Source: an optimization exercise on an open RTL-to-GDS flow (aim: small area). Production flows keep margins and buffers that such runs may drop.
RTL that was checked went through simulation tests only; none was proved equivalent to the original.
Power figures rest on the tool's default switching activity, not on a simulated workload.

willow:
==> flow/design.v (excerpt) <==
module lab4(clk_50M,reset_n,write,write_control,write_address,write_data,write_complete,i2c_sda_o,i2c_sda_oe,i2c_scl);
clock: 20.0 ns
lec_check: 0
cap_margin: 20
core_area: 2 2 68 68
die_area: 0 0 70 70
place_density: 0.9
slew_margin: 20
synth_hierarchical: 1
synth_minimum_keep_size: 0
standard.sh (not shown) runs the stock make flow with config.mk's settings and CLKGATE_MAP_FILE= SYNTH_SCRIPT=/design/flow/synth_recipe.tcl, a recipe that flattens the netlist after the stock synthesis.
==> flow/flow/run.sh <==
#!/bin/bash
# Standard ORFS layout (standard.sh), with these changes:
#  - synthesis maps logic with an area-oriented ABC script (flow/abc_area.script)
#    in place of ORFS's abc_speed.script;
#  - port buffers are sky130_fd_sc_hd__buf_1;
#  - CTS adds no dummy load cells.
set -euo pipefail
D=$(pwd)
mkdir -p "$D/scripts"
for f in "$FLOW_HOME"/scripts/*; do ln -sf "$f" "$D/scripts/"; done
rm -f "$D/scripts/abc_speed.script"
cp "$D/flow/abc_area.script" "$D/scripts/abc_speed.script"
export SCRIPTS_DIR="$D/scripts"
export BUFFER_PORTS_ARGS="-buffer_cell sky130_fd_sc_hd__buf_1"
export CTS_ARGS="-sink_clustering_enable -repair_clock_nets -dont_use_dummy_load -buf_list sky130_fd_sc_hd__clkbuf_4"
bash standard.sh finish > "$D/standard.log" 2>&1
==> flow/flow/abc_area.script <==
&get -n
&st
&dc2
&dch -f
&nf -R 1000 -p -C 32 -F 8 -A 8
&put
willow went all the way through synthesis, placement and routing and the layout is clean on timing, DRC and antenna.
diff inputs: willow => raven
--- a/flow/flow/run.sh
+++ b/flow/flow/run.sh
@@ -13,4 +13,4 @@
 export SCRIPTS_DIR="$D/scripts"
 export BUFFER_PORTS_ARGS="-buffer_cell sky130_fd_sc_hd__buf_1"
-export CTS_ARGS="-sink_clustering_enable -repair_clock_nets -dont_use_dummy_load -buf_list sky130_fd_sc_hd__clkbuf_4"
+export CTS_ARGS="-sink_clustering_enable -repair_clock_nets -dont_use_dummy_load"
 bash standard.sh finish > "$D/standard.log" 2>&1
- Delta (raven minus willow): fmax barely changed; total wirelength of the detailed-routed design moved down; share of the final layout cell area in sequential cells lost 0.57 points; area overhead of the layout relative to synthesis higher.
- Setup slack in raven is larger than in willow.
- As far as final hold violation count goes, raven and willow are indistinguishable; the numbers are identical.
- Diff willow -> raven | final cell area excluding filler cells | up slightly
- Per the comparison of raven with willow, clock group share of total power increased by 6.8 points relative to the old numbers; combinational cell fraction of total power went down; cell depth of the worst setup path now sits at about the same level.

== onyx ==
The RTL this note starts from:
==> flow/design.v <==
`timescale 1ns/10ps
module lab4(clk_50M,reset_n,write,write_control,write_address,write_data,write_complete,i2c_sda_o,i2c_sda_oe,i2c_scl);
	input clk_50M,reset_n,write;
	input [7:0] write_control;
	input [7:0] write_data;
	input [15:0] write_address;
	output write_complete;
	output i2c_scl;
	output i2c_sda_o;
	output i2c_sda_oe;
	reg write_d1;
	reg write_d2;
	reg idle;
	reg [11:0] cs;
	reg [1:0] q;
	reg [3:0] j;
	reg [1:0] g;
	wire busy = ~idle;
	wire tc = cs[11] & cs[10] & cs[9] & ~cs[8] & ~cs[7] & ~cs[5] & cs[4] & cs[2] & cs[1] & ~cs[0];
	wire load = idle | tc;
	wire adv = tc & q[1] & ~q[0];
	wire g3 = g[1] & ~g[0];
	wire tostop = j[3] & ~j[0] & g3;
	wire done = j[3] & j[0] & ~g[1] & ~g[0] & q[1] & q[0] & tc;
	always @(posedge clk_50M or negedge reset_n)
		if (!reset_n) begin
			write_d1 <= 1'b0;
			write_d2 <= 1'b0;
			idle <= 1'b1;
		end else begin
			write_d1 <= write;
			write_d2 <= write_d1;
			idle <= idle ? ~(write_d1 & ~write_d2) : done;
		end
	always @(posedge clk_50M) begin
		cs[11] <= ~(idle | (~tc & cs[10]));
		cs[10] <= ~(busy & (tc | cs[9]));
		cs[9] <= ~(~load & cs[8]);
		cs[8] <= ~(load | cs[7]);
		cs[7] <= ~(~load & cs[6]);
		cs[6] <= ~(load | cs[5]);
		cs[5] <= ~(~load & cs[4]);
		cs[4] <= ~(load | cs[3]);
		cs[3] <= ~(~load & cs[2]);
		cs[2] <= ~(load | cs[1]);
		cs[1] <= ~(~load & cs[0]);
		cs[0] <= busy & (tc ? q[0] : cs[11] ^ cs[0]);
		if (idle)
			q <= 2'b01;
		else if (tc)
			q <= {q[0], ~q[1]};
		if (idle) begin
			j <= 4'b1111;
			g <= 2'b10;
		end else if (adv) begin
			j[0] <= ~j[0] & (~j[3] | g3);
			j[1] <= (j[1] ^ j[0]) | tostop;
			j[2] <= (j[2] ^ (j[1] & j[0])) | tostop;
			j[3] <= (~j[3] & j[2] & j[1] & j[0]) | tostop;
			if (j[3])
				g <= {g[0], ~g[1]};
		end
	end
	wire [31:0] dv = {
		write_address[0], write_address[1], write_address[2], write_address[3],
		write_address[4], write_address[5], write_address[6], write_address[7],
		write_data[0], write_data[1], write_data[2], write_data[3],
		write_data[4], write_data[5], write_data[6], write_data[7],
		write_address[8], write_address[9], write_address[10], write_address[11],
		write_address[12], write_address[13], write_address[14], j[3],
		write_control[0], write_control[1], write_control[2], write_control[3],
		write_control[4], write_control[5], write_control[6], write_control[7]};
	wire [7:0] m1;
	wire [1:0] m2;
	genvar k;
	generate for (k = 0; k < 8; k = k + 1) begin : l1
		lab4_mux4 u (.s(j[1:0]), .d(dv[4*k+3:4*k]), .y(m1[k]));
	end endgenerate
	lab4_mux4 u20 (.s({g[0], j[2]}), .d(m1[3:0]), .y(m2[0]));
	lab4_mux4 u21 (.s({g[0], j[2]}), .d(m1[7:4]), .y(m2[1]));
	wire bit_v = g[1] ? m2[1] : m2[0];
	assign write_complete = idle;
	assign i2c_scl = idle | q[0];
	assign i2c_sda_o = idle | (~j[3] & bit_v);
	assign i2c_sda_oe = idle | ~j[3] | j[0] | (g3 & q[1] & ~q[0]);
endmodule
module lab4_mux4(s, d, y);
	input [1:0] s;
	input [3:0] d;
	output y;
	assign y = d[s];
endmodule
Settings: LEC_CHECK=0, CAP_MARGIN=20, CORE_MARGIN=2, CORE_UTILIZATION=70, CTS_BUF_LIST=sky130_fd_sc_hd__clkbuf_8, CTS_CLUSTER_DIAMETER=200, CTS_CLUSTER_SIZE=30, PLACE_DENSITY=0.85, SLEW_MARGIN=20, SYNTH_HIERARCHICAL=1, SYNTH_MINIMUM_KEEP_SIZE=0; clock period 20.0 ns.
==> flow/flow/run.sh <==
#!/bin/bash
# Standard ORFS layout, with two changes:
#  - synthesis maps logic with an area-oriented ABC script (flow/abc_area.script)
#    in place of ORFS's abc_speed.script;
#  - port buffers are sky130_fd_sc_hd__buf_1.
set -euo pipefail
D=$(pwd)
mkdir -p "$D/scripts"
for f in "$FLOW_HOME"/scripts/*; do ln -sf "$f" "$D/scripts/"; done
rm -f "$D/scripts/abc_speed.script"
cp "$D/flow/abc_area.script" "$D/scripts/abc_speed.script"
export SCRIPTS_DIR="$D/scripts"
export BUFFER_PORTS_ARGS="-buffer_cell sky130_fd_sc_hd__buf_1"
bash standard.sh finish > "$D/standard.log" 2>&1
==> flow/flow/abc_area.script <==
&get -n
&st
&dch
&nf -R 1000 -p
&put
onyx completed; timing, DRC and antenna clean
[inputs] violet vs onyx
Settings: a change of CORE_UTILIZATION from 70 to 40; a change of PLACE_DENSITY from 0.85 to 0.6; a deleted CTS_CLUSTER_DIAMETER that had been 200; a deleted CTS_CLUSTER_SIZE that had been 30; a deleted CTS_BUF_LIST that had been sky130_fd_sc_hd__clkbuf_8.
### Flow results
Comparing violet and onyx, the higher post-route fraction of the period consumed by the critical path was measured on onyx.
violet vs onyx, worst-case hold slack went up by 0.0055 ns.
Per the comparison of violet with onyx, post-layout utilization of the core went down, power went down.
Looking at maximum achievable frequency, violet sits 0.48% above onyx.
write_address[3] as the first element of the critical path was reported by violet, and write_control[4] by onyx.
Post-route worst setup slack ends up lower on onyx.
Time the final worst path needs with I/O delays and setup delta (violet − onyx): favourable
In the reports for violet and onyx, the larger detail-routed net length per standard cell belongs to onyx.
Against onyx, violet reports a clock buffer instance count of the final layout that is higher.
### violet -> fjord
Settings: changing PLACE_DENSITY from 0.6 to 0.85; changing CORE_UTILIZATION from 40 to 70.
diff --git a/flow/flow/run.sh b/flow/flow/run.sh
--- a/flow/flow/run.sh
+++ b/flow/flow/run.sh
@@ -13,0 +14 @@
+export CTS_ARGS="-buf_list sky130_fd_sc_hd__clkbuf_4 sky130_fd_sc_hd__clkbuf_8 -root_buf sky130_fd_sc_hd__clkbuf_2 -dont_use_dummy_load -repair_clock_nets"
The flow ended early for fjord: it failed with a tool error in clock tree synthesis (4_1_cts).
Post-detailed-placement half-perimeter wirelength: fjord and violet compared, higher one is fjord
Going from violet to fjord, the post-detailed-placement cell area was found to have gone down by about 1.4%.
fjord has horizontal die dimension below what violet had.
Number of core rows ends up lower on fjord.
In fjord relative to violet, post-placement cell count had gone down by a little under 10%.
Setup changes, fjord to garnet
diff --git a/flow/flow/run.sh b/flow/flow/run.sh
--- a/flow/flow/run.sh
+++ b/flow/flow/run.sh
@@ -14 +14 @@
-export CTS_ARGS="-buf_list sky130_fd_sc_hd__clkbuf_4 sky130_fd_sc_hd__clkbuf_8 -root_buf sky130_fd_sc_hd__clkbuf_2 -dont_use_dummy_load -repair_clock_nets"
+export CTS_ARGS="-buf_list sky130_fd_sc_hd__clkbuf_8 -root_buf sky130_fd_sc_hd__clkbuf_8 -dont_use_dummy_load -repair_clock_nets"
==> summary.txt <==
- Reported for garnet and fjord, count of buffers inserted at the top-level ports turned out identical to the last digit.
- As far as number of cell rows goes, fjord and garnet are indistinguishable; the numbers are identical.
- Diff fjord..garnet | post-DP HPWL | unchanged
- fjord and garnet ended up with roughly the same number of synthesized register bits.
- The synthesized cell count of fjord and that of garnet are within noise of each other.
- Among garnet and fjord, a clean, completed layout was produced by garnet alone.
- Number of library cell types mapped by synthesis: fjord vs garnet identical
- Compared with fjord, in garnet register area share after synthesis shows no meaningful change; xor-xnor portion of the synthesized cell area shows no meaningful change; post-synthesis adder-cell area fraction shows no meaningful change; number of nets in the synthesized netlist shows no meaningful change.
For quartz, these inputs were changed with respect to garnet:
diff --git a/flow/flow/run.sh b/flow/flow/run.sh
--- a/flow/flow/run.sh
+++ b/flow/flow/run.sh
@@ -14 +14 @@
-export CTS_ARGS="-buf_list sky130_fd_sc_hd__clkbuf_8 -root_buf sky130_fd_sc_hd__clkbuf_8 -dont_use_dummy_load -repair_clock_nets"
+export CTS_ARGS="-sink_clustering_enable -sink_clustering_size 40 -sink_clustering_max_diameter 500 -buf_list sky130_fd_sc_hd__clkbuf_8 -root_buf sky130_fd_sc_hd__clkbuf_8 -dont_use_dummy_load -repair_clock_nets"
Results
| sum of internal, switching and leakage power | quartz vs garnet | ≈ equal |
[compare] base=garnet new=quartz: largest net degree at the start of global routing did not really move, maximum clock rate has remained practically unchanged.
Comparing quartz against garnet, there is no change at all in critical path depth in cells.
garnet → quartz: net total in the final layout shows no meaningful change, power per unit of standard cell area shows no meaningful change.
No run of this note included a check of the RTL's function; only the layout flow was run.

==> re-timing with driven ports <==
No port has a modelled driver above. Below, the same layouts with a new extraction and two added sets of constraints. Step 1 assumes that a clkbuf_16 drives the clock port and a buf_2 every other input. Step 2 also shifts input and output timing later by t, the mid clock arrival at the registers, as if the neighbouring blocks saw the same clock. a / b / c = no drivers / after step 1 / after step 2; a / b = the first two.
run | t (ns) | setup WS [ns] | clock arrival spread, ns | worst register clock-pin slew, ns | pins driven straight from the clock port
willow | 0.320 | 10.640 / 10.619 / 10.619 | 0.010 / 0.010 | 0.12 / 0.12 | 1
raven | 0.281 | 10.649 / 10.629 / 10.629 | 0.006 / 0.006 | 0.07 / 0.07 | 1
onyx | 0.281 | 10.583 / 10.560 / 10.560 | 0.006 / 0.005 | 0.08 / 0.08 | 1
violet | 0.323 | 10.628 / 10.606 / 10.606 | 0.006 / 0.005 | 0.12 / 0.12 | 1
garnet | 0.277 | 10.585 / 10.562 / 10.562 | 0.005 / 0.006 | 0.08 / 0.08 | 1
quartz | 0.277 | 10.585 / 10.562 / 10.562 | 0.005 / 0.006 | 0.08 / 0.08 | 1
After both steps setup and hold are still met in every run listed.
